This design comes from an exercise in tuning for small area, a short achievable clock period and few clock cycles per item on the open sky130 flow, not from production work.
The RTL was checked by simulation tests, not by an equivalence proof against the original design.

==> flow/design.v (outline; a module is shown in full before it is edited, if it fits) <==
// module mult_top: 12804 lines
// module mul_fa: 5 lines
// module mul_ha: 4 lines
module mult_top (
  input               clk     ,
  input               rst_n   ,
  input               i_valid ,
  input               i_mulw  ,
  input               i_x_sign,
  input               i_y_sign,
  input      [63:0]   i_x     ,
  input      [63:0]   i_y     ,
  output reg          o_valid ,
  output reg [63:0]   o_hi_res,
  output reg [63:0]   o_lw_res
);
  // ...
==> flow/flow/run.sh <==
#!/bin/bash
# Layout flow: the standard ORFS layout (standard.sh, standard synthesis and
# every standard step), except that the port buffers that global placement
# inserts on every input and output are sky130_fd_sc_hd__buf_2 cells instead of
# the default delay-buffer choice. The whole make output goes to run_standard.log.
set -euo pipefail
bash standard.sh BUFFER_PORTS_ARGS="-buffer_cell sky130_fd_sc_hd__buf_2" finish > run_standard.log 2>&1
==> flow/standard.sh <==
#!/bin/bash
# synth_recipe.tcl (not shown) runs the flow's synth.tcl, then flattens the netlist and writes it again
# the make line also repeats each setting of config.mk as NAME=value (left out here)
make -C /OpenROAD-flow-scripts/flow DESIGN_CONFIG=/design/flow/config.mk WORK_HOME=/design/flow/orfs CLKGATE_MAP_FILE= SYNTH_SCRIPT=/design/flow/synth_recipe.tcl "${@:-finish}"
==> flow/config.mk <==
export PLATFORM = sky130hd
export DESIGN_NAME = mult_top
export DESIGN_NICKNAME = mult_top
export VERILOG_FILES = /design/flow/design.v
export SDC_FILE = /design/flow/constraint.sdc
export NUM_CORES = 4
export LEC_CHECK = 0
export ABC_AREA = 1
export CAP_MARGIN = 20
export CELL_PAD_IN_SITES_DETAIL_PLACEMENT = 1
export CELL_PAD_IN_SITES_GLOBAL_PLACEMENT = 2
export CORE_MARGIN = 2
export CORE_UTILIZATION = 45
export PLACE_DENSITY = 0.6
export SLEW_MARGIN = 20
export SYNTH_HIERARCHICAL = 1
==> flow/constraint.sdc <==
create_clock -name core_clock -period 55.0 [get_ports {clk}]
set_input_delay 11.0000 -clock core_clock [delete_from_list [all_inputs] [get_ports {clk}]]
set_output_delay 11.0000 -clock core_clock [all_outputs]
set_load 0.01 [all_outputs]
==> impl_metrics.env, run 1 <==
export IMPL_synthTopCellsByArea="fa_1 (45%), xor2_1 (20%), o22ai_1 (14%)"
export IMPL_maxCapViolations=0
export IMPL_status="finished clean"
export IMPL_cts_resized=0
export IMPL_crit_arrival_ns=13.38
export IMPL_die_area_um2=203000
export IMPL_setup_violations_final=0
export IMPL_drive_gt1_share_pct=10.0
export IMPL_synthAdderAreaFrac_pct=48.7
export IMPL_min_path_type="flip-flop to flip-flop"
export IMPL_fin_util_pct=47.6
export IMPL_skew_ns=0.0369
export IMPL_routed_wirelength_um=489000
export IMPL_grtUsageMet1_pct=58.0
export IMPL_dp_cells=10900
export IMPL_std_cell_rows=163
export IMPL_largest_class="multi-input combinational cells"
export IMPL_synth_top_family_by_area="adder cells"
export IMPL_r2r_end="o_hi_res[15]"
export IMPL_grt_busiest_layer="met2"
export IMPL_setup_tns_ns=0
export IMPL_synth_top_area_share_pct=44.9
export IMPL_initial_core_util_pct=45.4
export IMPL_fin_crit_ns=12.82
export IMPL_drc_errors=0
export IMPL_nNetsFinal=10700
export IMPL_synth_compound_area_share_pct=16.3
Testbench counts, summed over its fixed seeds: cycles 15,012, items 15,000.
==> run 2: changes to the inputs <==
--- a/flow/design.v
+++ b/flow/design.v
@@ -7,36 +7,32 @@
   input               i_y_sign,
   input      [63:0]   i_x     ,
   input      [63:0]   i_y     ,
   output reg          o_valid ,
   output reg [63:0]   o_hi_res,
   output reg [63:0]   o_lw_res
 );
   reg         s1_valid;
-  reg         s1_mulw, s1_x_sign, s1_y_sign;
-  reg  [63:0] s1_x, s1_y;
-  wire [64:0] xr, yr;    
-  assign xr = s1_mulw ? {{33{s1_x[31]}}, s1_x[31:0]} : {s1_x_sign & s1_x[63], s1_x};
-  assign yr = s1_mulw ? {{33{s1_y[31]}}, s1_y[31:0]} : {s1_y_sign & s1_y[63], s1_y};
+  reg  [64:0] xr, yr;    
+  wire [64:0] xe, ye;
+  assign xe = i_mulw ? {{33{i_x[31]}}, i_x[31:0]} : {i_x_sign & i_x[63], i_x};
+  assign ye = i_mulw ? {{33{i_y[31]}}, i_y[31:0]} : {i_y_sign & i_y[63], i_y};
   always @(posedge clk or negedge rst_n) begin
     if (!rst_n) begin
       s1_valid <= 1'b0;
       o_valid  <= 1'b0;
     end else begin
       s1_valid <= i_valid;
       o_valid  <= s1_valid;
     end
   end
   always @(posedge clk) begin
-    s1_mulw   <= i_mulw;
-    s1_x_sign <= i_x_sign;
-    s1_y_sign <= i_y_sign;
-    s1_x      <= i_x;
-    s1_y      <= i_y;
+    xr <= xe;
+    yr <= ye;
   end
   wire eb1;
   wire ec2;
   wire one3;
   wire two4;
   wire pp5;
   wire pp6;
   wire pp7;
--- a/flow/config.mk
+++ b/flow/config.mk
@@ -5,12 +5,12 @@
 export SDC_FILE = /design/flow/constraint.sdc
 export NUM_CORES = 4
 export LEC_CHECK = 0
 export ABC_AREA = 1
 export CAP_MARGIN = 20
 export CELL_PAD_IN_SITES_DETAIL_PLACEMENT = 1
 export CELL_PAD_IN_SITES_GLOBAL_PLACEMENT = 2
 export CORE_MARGIN = 2
-export CORE_UTILIZATION = 45
-export PLACE_DENSITY = 0.6
+export CORE_UTILIZATION = 40
+export PLACE_DENSITY = 0.55
 export SLEW_MARGIN = 20
 export SYNTH_HIERARCHICAL = 1
==> impl_metrics.env, run 2 <==
export IMPL_crit_arrival_ns=1.16
export IMPL_nNetsFinal=10900
export IMPL_clk_latency_ns=0.69
export IMPL_stdcell_count=11500
export IMPL_maxCapViolations=0
export IMPL_initial_core_util_pct=40.3
export IMPL_num_fill_cells=24400
export IMPL_reg_top3="xr (65), yr (65)"
export IMPL_crit_family="flip-flops"
export IMPL_yosysSeqAreaShare_pct=5.82
export IMPL_synth_compound_area_share_pct=16.4
export IMPL_r2r_end="o_hi_res[7]"
export IMPL_vias=79600
export IMPL_cts_resized=0
export IMPL_wire_per_inst_um=42.7
export IMPL_synthTopCellsByArea="fa_1 (45%), xor2_1 (21%), o22ai_1 (14%)"
export IMPL_cts_tree="yes"
export IMPL_min_path_type="flip-flop to flip-flop"
export IMPL_fin_util_pct=42.6
export IMPL_antenna_found_initial=21
export IMPL_cp_max_fo=1
export IMPL_ctsHoldBuffers=0
export IMPL_grt_pass1_wl_um=687000
export IMPL_worstMarginPinSlew_ns=1.13
export IMPL_worstHoldStart="s1_valid"
export IMPL_syn_to_final_growth_pct=5.76
export IMPL_skew_ns=0.0362
export IMPL_final_cell_mix="xor2_1 (2132), o22ai_1 (2048), fa_1 (2016)"
export IMPL_drive_gt1_share_pct=10.0
export IMPL_period_share_pct=22.1
export IMPL_first_iter_violations=9387
export IMPL_cts_setup_buffers=0
export IMPL_cpMaxStageDelayCell="dfrtp_1"
export IMPL_synthAdderAreaFrac_pct=48.5
export IMPL_routed_via_density=6.93
export IMPL_grt_overflow=0
export IMPL_fin_crit_ns=12.16
export IMPL_syn_area_um2=89600
export IMPL_fin_hold_ws_ns=0.365
export IMPL_io_buffers=262
export IMPL_clk_path_buf_depth=3
export IMPL_timing_rr_start="yr[27]"
export IMPL_setup_slack_ns=42.84
export IMPL_min_path_cells=0
export IMPL_gr_usage_all_layers_pct=42.4
export IMPL_synth_fp_nets=11400
export IMPL_std_cell_rows=173
export IMPL_maxSlewHeadroom_pct=24.5
export IMPL_syn_avg_cell_area_um2=10.0
export IMPL_end_kind="output pin"
export IMPL_reg2reg_depth=29
export IMPL_status="finished clean"
export IMPL_ys_top_cells_by_count="xor2_1 (2133), o22ai_1 (2048), fa_1 (2016)"
export IMPL_grt_pass1_vias=87000
export IMPL_synthesis_instances=8950
export IMPL_fmax_mhz=82.3
export IMPL_crit_chain="buf_2"
export IMPL_post_dp_cell_area_um2=93600
export IMPL_crit_path_start_kind="flip-flop"
export IMPL_die_w_um=477
export IMPL_worstPathRequired_ns=44.00
export IMPL_final_area_um2=94800
export IMPL_rrSetupSlack_ns=43.38
export IMPL_setup_tns_ns=0
export IMPL_worstSetupPathType="flip-flop to output pin"
export IMPL_setup_violations_final=0
export IMPL_die_area_um2=228000
export IMPL_synth_warnings=7
export IMPL_cts_sinks=260
export IMPL_clk_pin_slew_ns=0.06
export IMPL_drtAntennaViolNets=0
export IMPL_firstDrtPassIters=6
export IMPL_gp_congestion=0.998
export IMPL_ys_seq_elements=260
export IMPL_synthSimpleGateAreaFrac_pct=2.14
export IMPL_synth_xor_area_share_pct=21.0
export IMPL_drc_errors=0
export IMPL_dp_hpwl_um=328000
export IMPL_routed_wirelength_um=491000
export IMPL_slowest_delay_ns=0.36
export IMPL_synth_top_family_by_area="adder cells"
export IMPL_cts_buffers=35
export IMPL_path_buf_inv=1
export IMPL_synth_edf_count=0
export IMPL_core_area_um2=223000
export IMPL_synthMuxAreaShare_pct=0
export IMPL_synth_top_cell_by_area="fa_1"
export IMPL_dp_worst_setup_slack_ns=41.83
export IMPL_timing_hold_violations_final=0
export IMPL_hold_end="o_valid"
export IMPL_synth_distinct_cells=42
export IMPL_drv_slew=0
export IMPL_ys_async_sr_fraction_pct=0.769
export IMPL_final_common_cell="xor2_1"
export IMPL_io_pins=263
export IMPL_yosysMostFrequentCell="xor2_1"
export IMPL_dp_cells=11400
export IMPL_synth_top_area_share_pct=45.0
export IMPL_h_tree_depth=2
export IMPL_rsz0062_at_grt="false"
export IMPL_clk_root_buffer_cell="clkbuf_16"
export IMPL_synthFlopType="dfxtp_1"
export IMPL_grt_max_degree=66
export IMPL_die_h_um=477
[run 2: cell families (layout without fill, tap and decap cells)]
kind of cell,count (synthesis),in the layout
flops,260,260
simple gates,458,458
compound gates,2373,2373
other cells,0,9
fa+ha+maj,2269,2269
buf+inv,1445,989
xor+xnor,2145,2145
[run 2: final cells by class]
cell class                 instances  area, um^2  area share, %
inverter                         352        1320           1.39
clock buffer                      44         971           1.02
multi-input combinational       7245       79400           83.8
timing repair buffer             573        3800           4.00
clock inverter                    20         208          0.219
antenna                            9        22.5         0.0238
tap                             2975        3720           3.93
sequential                       260        5340           5.63
[run 2: Yosys stat by module, one instance, submodules excluded]
module | flops+latches | cell area (um^2) | cells
mul_ha | 0 | 12.5 | 1
mul_fa | 0 | 20.0 | 1
mult_top | 260 | 49400 | 6903
[run 2: routing by layer]
metal | GRT usage (%) | share of wire (%)
met5 | 0.567 | 0.082
met4 | 25.0 | 7.0
met3 | 12.3 | 11
met2 | 64.4 | 44
met1 | 53.6 | 38
[run 2: how the worst max path moves through the flow]
stage / start / endpoint / slack, ns / cells after the start
after global placement: i_mulw / xr[32] / 41.81 / 4
after detailed placement: i_mulw / xr[56] / 41.83 / 4
final: o_valid / o_valid / 42.84 / 1
after floorplan: i_mulw / yr[33] / 43.26 / 4
after CTS: i_mulw / xr[56] / 42.51 / 4
after global routing: i_mulw / yr[46] / 42.70 / 3
Testbench counts of run 2, summed over its fixed seeds: cycles 15,012, items 15,000.

==> port drivers added, routing unchanged <==
No port has a modelled driver above. Below, the same layouts with a new extraction and two added sets of constraints.
Step 1, drivers: a clkbuf_16 drives clk and a buf_2 each remaining input, both assumed.
Step 2 moves the port delays by t, midway between the first and last clock arrival at a register: inputs arrive t later, outputs are due t later. That takes back most of the time a late clock gives input paths.
Slacks: ideal ports / drivers / drivers and shift; pairs: ideal ports / drivers.
| run | shift t [ns] | slack for setup (ns) | worst setup path after step 2 | clock arrival spread, ns |
|---|---|---|---|---|
| run 1 | 0.762 | 42.183 / 42.183 / 42.183 | register to register | 0.037 / 0.037 |
| run 2 | 0.774 | 42.844 / 42.740 / 42.177 | input to register | 0.037 / 0.036 |
After both steps setup and hold are still met in every run listed. For run 2, which loses most, drivers alone change the setup slack by -0.104 ns; drivers and shift together by -0.667 ns.
